What follows belongs to an exercise in optimizing a design on an open flow for small area; a production flow would make more cautious choices.
The RTL was checked by simulation tests, not by an equivalence proof against the original design.
No activity file was given, so power comes from the tool's default toggle rates.

==> exp/xenon: inputs <==
==> flow/design.v <==
module fifo_aoi222 (
    input  a1, b1, a2, b2, a3, b3,
    output y
  );
  assign y = ~((a1 & b1) | (a2 & b2) | (a3 & b3));
endmodule
module fifo_aoi22 (
    input  a1, b1, a2, b2,
    output y
  );
  assign y = ~((a1 & b1) | (a2 & b2));
endmodule
module fifo_rdbit (
    input  [31:0] sel,
    input  [31:0] d,
    output y
  );
  logic [10:0] n;
  genvar g;
  generate
    for (g = 0; g < 10; g++) begin : g3
      fifo_aoi222 u (.a1(sel[3*g]), .b1(d[3*g]), .a2(sel[3*g+1]), .b2(d[3*g+1]),
                     .a3(sel[3*g+2]), .b3(d[3*g+2]), .y(n[g]));
    end
  endgenerate
  fifo_aoi22 u10 (.a1(sel[30]), .b1(d[30]), .a2(sel[31]), .b2(d[31]), .y(n[10]));
  assign y = ~&n;
endmodule
module fifo
  #(
       parameter DEPTH = 32,
       parameter WIDTH = 32
  )
  (
    input clk,
    input rst,
    input push,
    input [WIDTH-1:0] data_in,
    input pop,
    output logic [$clog2(DEPTH)-1:0] pop_pointer,
    output logic mem_full,
    output logic mem_empty,
    output logic [WIDTH-1:0] data_out
  );
  localparam AW = $clog2(DEPTH);
  logic [WIDTH-1:0] mem [DEPTH-1:0];
  always_ff @(posedge clk) begin
    if (push) begin
      mem[0] <= data_in;
      for (int i = 1; i < DEPTH; i++) mem[i] <= mem[i-1];
    end
  end
  logic [AW:0] last;
  always_ff @(posedge clk) begin
    if (rst) begin
      last        <= '1;
      pop_pointer <= '0;
    end else begin
      if (push && !pop) last <= last + 1'b1;
      if (pop && !push) last <= last - 1'b1;
      if (pop) pop_pointer <= pop_pointer + 1'b1;
    end
  end
  assign mem_empty = last[AW];
  assign mem_full  = !last[AW] & (&last[AW-1:0]);
  logic [DEPTH-1:0] rsel;
  always_comb
    for (int i = 0; i < DEPTH; i++) rsel[i] = (last[AW-1:0] == AW'(i));
  genvar b, e;
  generate
    for (b = 0; b < WIDTH; b++) begin : rd
      logic [DEPTH-1:0] col;
      for (e = 0; e < DEPTH; e++) begin : c
        assign col[e] = mem[e][b];
      end
      fifo_rdbit u (.sel(rsel), .d(col), .y(data_out[b]));
    end
  endgenerate
endmodule
==> flow/flow/run.sh <==
#!/bin/bash
set -euo pipefail
export CTS_ARGS="-sink_clustering_enable -repair_clock_nets -dont_use_dummy_load -buf_list sky130_fd_sc_hd__clkbuf_8 -sink_clustering_size 16 -sink_clustering_max_diameter 50"
export BUFFER_PORTS_ARGS="-buffer_cell sky130_fd_sc_hd__buf_1"
bash standard.sh > standard.log 2>&1
==> flow/standard.sh <==
#!/bin/bash
# synth_recipe.tcl (not shown) runs the flow's synth.tcl, then flattens the netlist and writes it again
# the make line also repeats each setting of config.mk as NAME=value (left out here)
make -C /OpenROAD-flow-scripts/flow DESIGN_CONFIG=/design/flow/config.mk WORK_HOME=/design/flow/orfs CLKGATE_MAP_FILE= SYNTH_SCRIPT=/design/flow/synth_recipe.tcl "${@:-finish}"
==> flow/config.mk <==
export PLATFORM = sky130hd
export DESIGN_NAME = fifo
export DESIGN_NICKNAME = fifo
export VERILOG_FILES = /design/flow/design.v
export SDC_FILE = /design/flow/constraint.sdc
export NUM_CORES = 4
export LEC_CHECK = 0
export CAP_MARGIN = 20
export CORE_MARGIN = 2
export CORE_UTILIZATION = 40
export SLEW_MARGIN = 20
export SYNTH_HIERARCHICAL = 1
export SYNTH_MINIMUM_KEEP_SIZE = 0
==> flow/constraint.sdc <==
create_clock -name core_clock -period 10.0 [get_ports {clk}]
set_input_delay 2.0000 -clock core_clock [delete_from_list [all_inputs] [get_ports {clk}]]
set_output_delay 2.0000 -clock core_clock [all_outputs]
set_load 0.01 [all_outputs]
==> exp/willow: changes against exp/xenon <==
==> flow/design.v, changed modules only <==
module fifo
  #(
       parameter DEPTH = 32,
       parameter WIDTH = 32
  )
  (
    input clk,
    input rst,
    input push,
    input [WIDTH-1:0] data_in,
    input pop,
    output logic [$clog2(DEPTH)-1:0] pop_pointer,
    output logic mem_full,
    output logic mem_empty,
    output logic [WIDTH-1:0] data_out
  );
  logic [WIDTH-1:0] mem [DEPTH-1:0];
  logic [$clog2(DEPTH)-1:0] push_pointer;
  logic roll_pointer;
  always @ (posedge clk) begin
    if (rst) begin
      for (int i=0; i <= DEPTH-1; i++) begin
        mem[i] <= {WIDTH{1'b0}};
      end
    end
    else if (push & !mem_full) begin
      mem[push_pointer] <= data_in;
    end
  end
  always @ (posedge clk) begin
    if (rst) begin
      push_pointer <= 'b0;
    end
    else if (push) begin
      push_pointer <= (push_pointer + 'b1) % DEPTH;
    end
  end
  always @ (*) begin
    data_out = 'b0;
    if (pop & !mem_empty) begin
      data_out = mem[pop_pointer];
    end
  end
  always @ (posedge clk) begin
    if (rst) begin
      pop_pointer <= 'b0;
    end
    else if (pop) begin
      pop_pointer <= (pop_pointer + 'b1) % DEPTH;
    end
  end
  always @ (posedge clk) begin
    if (rst) begin
      roll_pointer <= 'b0;
    end
    else if ((push & pop) & (push_pointer == (DEPTH-1) & pop_pointer == (DEPTH-1))) begin
      roll_pointer <= roll_pointer;
    end
    else if (push & (push_pointer == (DEPTH-1))) begin
      roll_pointer <= !roll_pointer;
    end
    else if (pop & (pop_pointer == (DEPTH-1))) begin
      roll_pointer <= !roll_pointer;
    end
  end
  assign mem_empty = !roll_pointer & (pop_pointer == push_pointer);
  assign mem_full = roll_pointer & (pop_pointer == push_pointer);
endmodule
// module fifo_aoi222 removed
// module fifo_aoi22 removed
// module fifo_rdbit removed
==> flow/run.sh (new file) <==
#!/bin/bash
# synth_recipe.tcl (not shown) runs the flow's synth.tcl, then flattens the netlist and writes it again
# the make line also repeats each setting of config.mk as NAME=value (left out here)
make -C /OpenROAD-flow-scripts/flow DESIGN_CONFIG=/design/flow/config.mk WORK_HOME=/design/flow/orfs CLKGATE_MAP_FILE= SYNTH_SCRIPT=/design/flow/synth_recipe.tcl finish
- SYNTH_HIERARCHICAL: 1 -> not set
- SYNTH_MINIMUM_KEEP_SIZE: 0 -> not set
removed: flow/flow/run.sh
removed: flow/standard.sh
==> exp/tundra: changes against exp/xenon <==
==> flow/design.v, changed modules only <==
module fifo
  #(
       parameter DEPTH = 32,
       parameter WIDTH = 32
  )
  (
    input clk,
    input rst,
    input push,
    input [WIDTH-1:0] data_in,
    input pop,
    output logic [$clog2(DEPTH)-1:0] pop_pointer,
    output logic mem_full,
    output logic mem_empty,
    output logic [WIDTH-1:0] data_out
  );
  localparam AW = $clog2(DEPTH);
  logic [WIDTH-1:0] mem [DEPTH-1:0];
  logic [AW-1:0] push_pointer;
  logic roll_pointer;
  always_ff @(posedge clk) begin
    if (push) mem[push_pointer] <= data_in;
  end
  always_ff @(posedge clk) begin
    if (rst) begin
      push_pointer <= '0;
      pop_pointer  <= '0;
      roll_pointer <= 1'b0;
    end else begin
      if (push) push_pointer <= push_pointer + 1'b1;
      if (pop)  pop_pointer  <= pop_pointer + 1'b1;
      if ((push && push_pointer == AW'(DEPTH-1)) != (pop && pop_pointer == AW'(DEPTH-1)))
        roll_pointer <= ~roll_pointer;
    end
  end
  assign mem_empty = !roll_pointer & (pop_pointer == push_pointer);
  assign mem_full  =  roll_pointer & (pop_pointer == push_pointer);
  always_comb begin
    data_out = '0;
    for (int i = 0; i < DEPTH; i++)
      data_out = data_out | (mem[i] & {WIDTH{pop_pointer == AW'(i)}});
  end
endmodule
// module fifo_aoi222 removed
// module fifo_aoi22 removed
// module fifo_rdbit removed
==> flow/run.sh (new file) <==
#!/bin/bash
# synth_recipe.tcl (not shown) runs the flow's synth.tcl, then flattens the netlist and writes it again
# the make line also repeats each setting of config.mk as NAME=value (left out here)
make -C /OpenROAD-flow-scripts/flow DESIGN_CONFIG=/design/flow/config.mk WORK_HOME=/design/flow/orfs CLKGATE_MAP_FILE= SYNTH_SCRIPT=/design/flow/synth_recipe.tcl finish
- SYNTH_HIERARCHICAL: 1 -> not set
- SYNTH_MINIMUM_KEEP_SIZE: 0 -> not set
removed: flow/flow/run.sh
removed: flow/standard.sh
==> exp/onyx: changes against exp/xenon <==
==> flow/design.v, changed modules only <==
module fifo
  #(
       parameter DEPTH = 32,
       parameter WIDTH = 32
  )
  (
    input clk,
    input rst,
    input push,
    input [WIDTH-1:0] data_in,
    input pop,
    output logic [$clog2(DEPTH)-1:0] pop_pointer,
    output logic mem_full,
    output logic mem_empty,
    output logic [WIDTH-1:0] data_out
  );
  localparam AW = $clog2(DEPTH);
  logic [WIDTH-1:0] mem [DEPTH-1:0];
  logic [AW-1:0] push_pointer;
  logic roll_pointer;
  always_ff @(posedge clk) begin
    if (push) mem[push_pointer] <= data_in;
  end
  always_ff @(posedge clk) begin
    if (rst) begin
      push_pointer <= '0;
      pop_pointer  <= '0;
      roll_pointer <= 1'b0;
    end else begin
      if (push) push_pointer <= push_pointer + 1'b1;
      if (pop)  pop_pointer  <= pop_pointer + 1'b1;
      if ((push && push_pointer == AW'(DEPTH-1)) != (pop && pop_pointer == AW'(DEPTH-1)))
        roll_pointer <= ~roll_pointer;
    end
  end
  assign mem_empty = !roll_pointer & (pop_pointer == push_pointer);
  assign mem_full  =  roll_pointer & (pop_pointer == push_pointer);
  logic [DEPTH-1:0] rsel;
  always_comb
    for (int i = 0; i < DEPTH; i++) rsel[i] = (pop_pointer == AW'(i));
  genvar b, e;
  generate
    for (b = 0; b < WIDTH; b++) begin : rd
      logic [DEPTH-1:0] col;
      for (e = 0; e < DEPTH; e++) begin : c
        assign col[e] = mem[e][b];
      end
      fifo_rdbit u (.sel(rsel), .d(col), .y(data_out[b]));
    end
  endgenerate
endmodule
==> qor summary <==
| metric | exp/xenon | exp/onyx | exp/tundra | exp/willow |
|---|---|---|---|---|
| Number of distinct library cells after synthesis | 37 | 36 | 52 | 34 |
| Layout fillers | 7518 | 7579 | 8152 | 9928 |
| Root Driver | sky130_fd_sc_hd__clkbuf_8 | sky130_fd_sc_hd__clkbuf_8 | sky130_fd_sc_hd__clkbuf_16 | sky130_fd_sc_hd__clkbuf_16 |
| Clock slew at reported path FFs | 0.10 ns | 0.07 ns | 0.06 ns | 0.06 ns |
| Die outline area | 92500 um^2 | 93100 um^2 | 99500 um^2 | 120000 um^2 |
| Arrival time at the worst endpoint | 3.85 ns | 4.09 ns | 5.12 ns | 4.48 ns |
| Final instance area | 39600 um^2 | 40000 um^2 | 44400 um^2 | 53200 um^2 |
| Area fraction of clock buffers and clock inverters | 0.0313 | 0.0286 | 0.0707 | 0.0673 |
| Fraction of synthesized cell area taken by the top area cell type | 0.854 | 0.848 | 0.792 | 0.653 |
| Max_slew headroom | 0.250 | 0.218 | 0.237 | 0.240 |
| Run status | timing/DRC/antenna clean | timing/DRC/antenna clean | timing/DRC/antenna clean | timing/DRC/antenna clean |
| Critical Path Sink | data_out[25] | data_out[30] | data_out[21] | data_out[30] |
| Combinational cell power | 0.000774 W | 0.000301 W | 0.000436 W | 0.000830 W |

==> afterwards: timing with drivers on the ports <==
Ports are ideal in the flow. The routed layouts listed here were re-timed in OpenROAD.
Step 1, drivers: a clkbuf_16 drives clk and a buf_2 each remaining input, both assumed.
Step 2 also shifts input and output timing later by t, the mid clock arrival at the registers, as if the neighbouring blocks saw the same clock.
Slacks: no drivers / after step 1 / after step 2; pairs: no drivers / after step 1.
run | t (ns) | setup slack, ns | cell pins on the clock port's net
exp/xenon | 0.742 | 4.146 / 4.083 / 4.377 | 1
exp/willow | 0.745 | 3.516 / 3.474 / 3.474 | 1
exp/tundra | 0.729 | 2.884 / 2.818 / 3.547 | 1
exp/onyx | 0.724 | 3.905 / 3.854 / 4.577 | 1
After both steps every run listed still meets setup and hold. For exp/willow, which loses most, drivers alone change the setup slack by -0.042 ns; drivers and shift together by -0.042 ns.
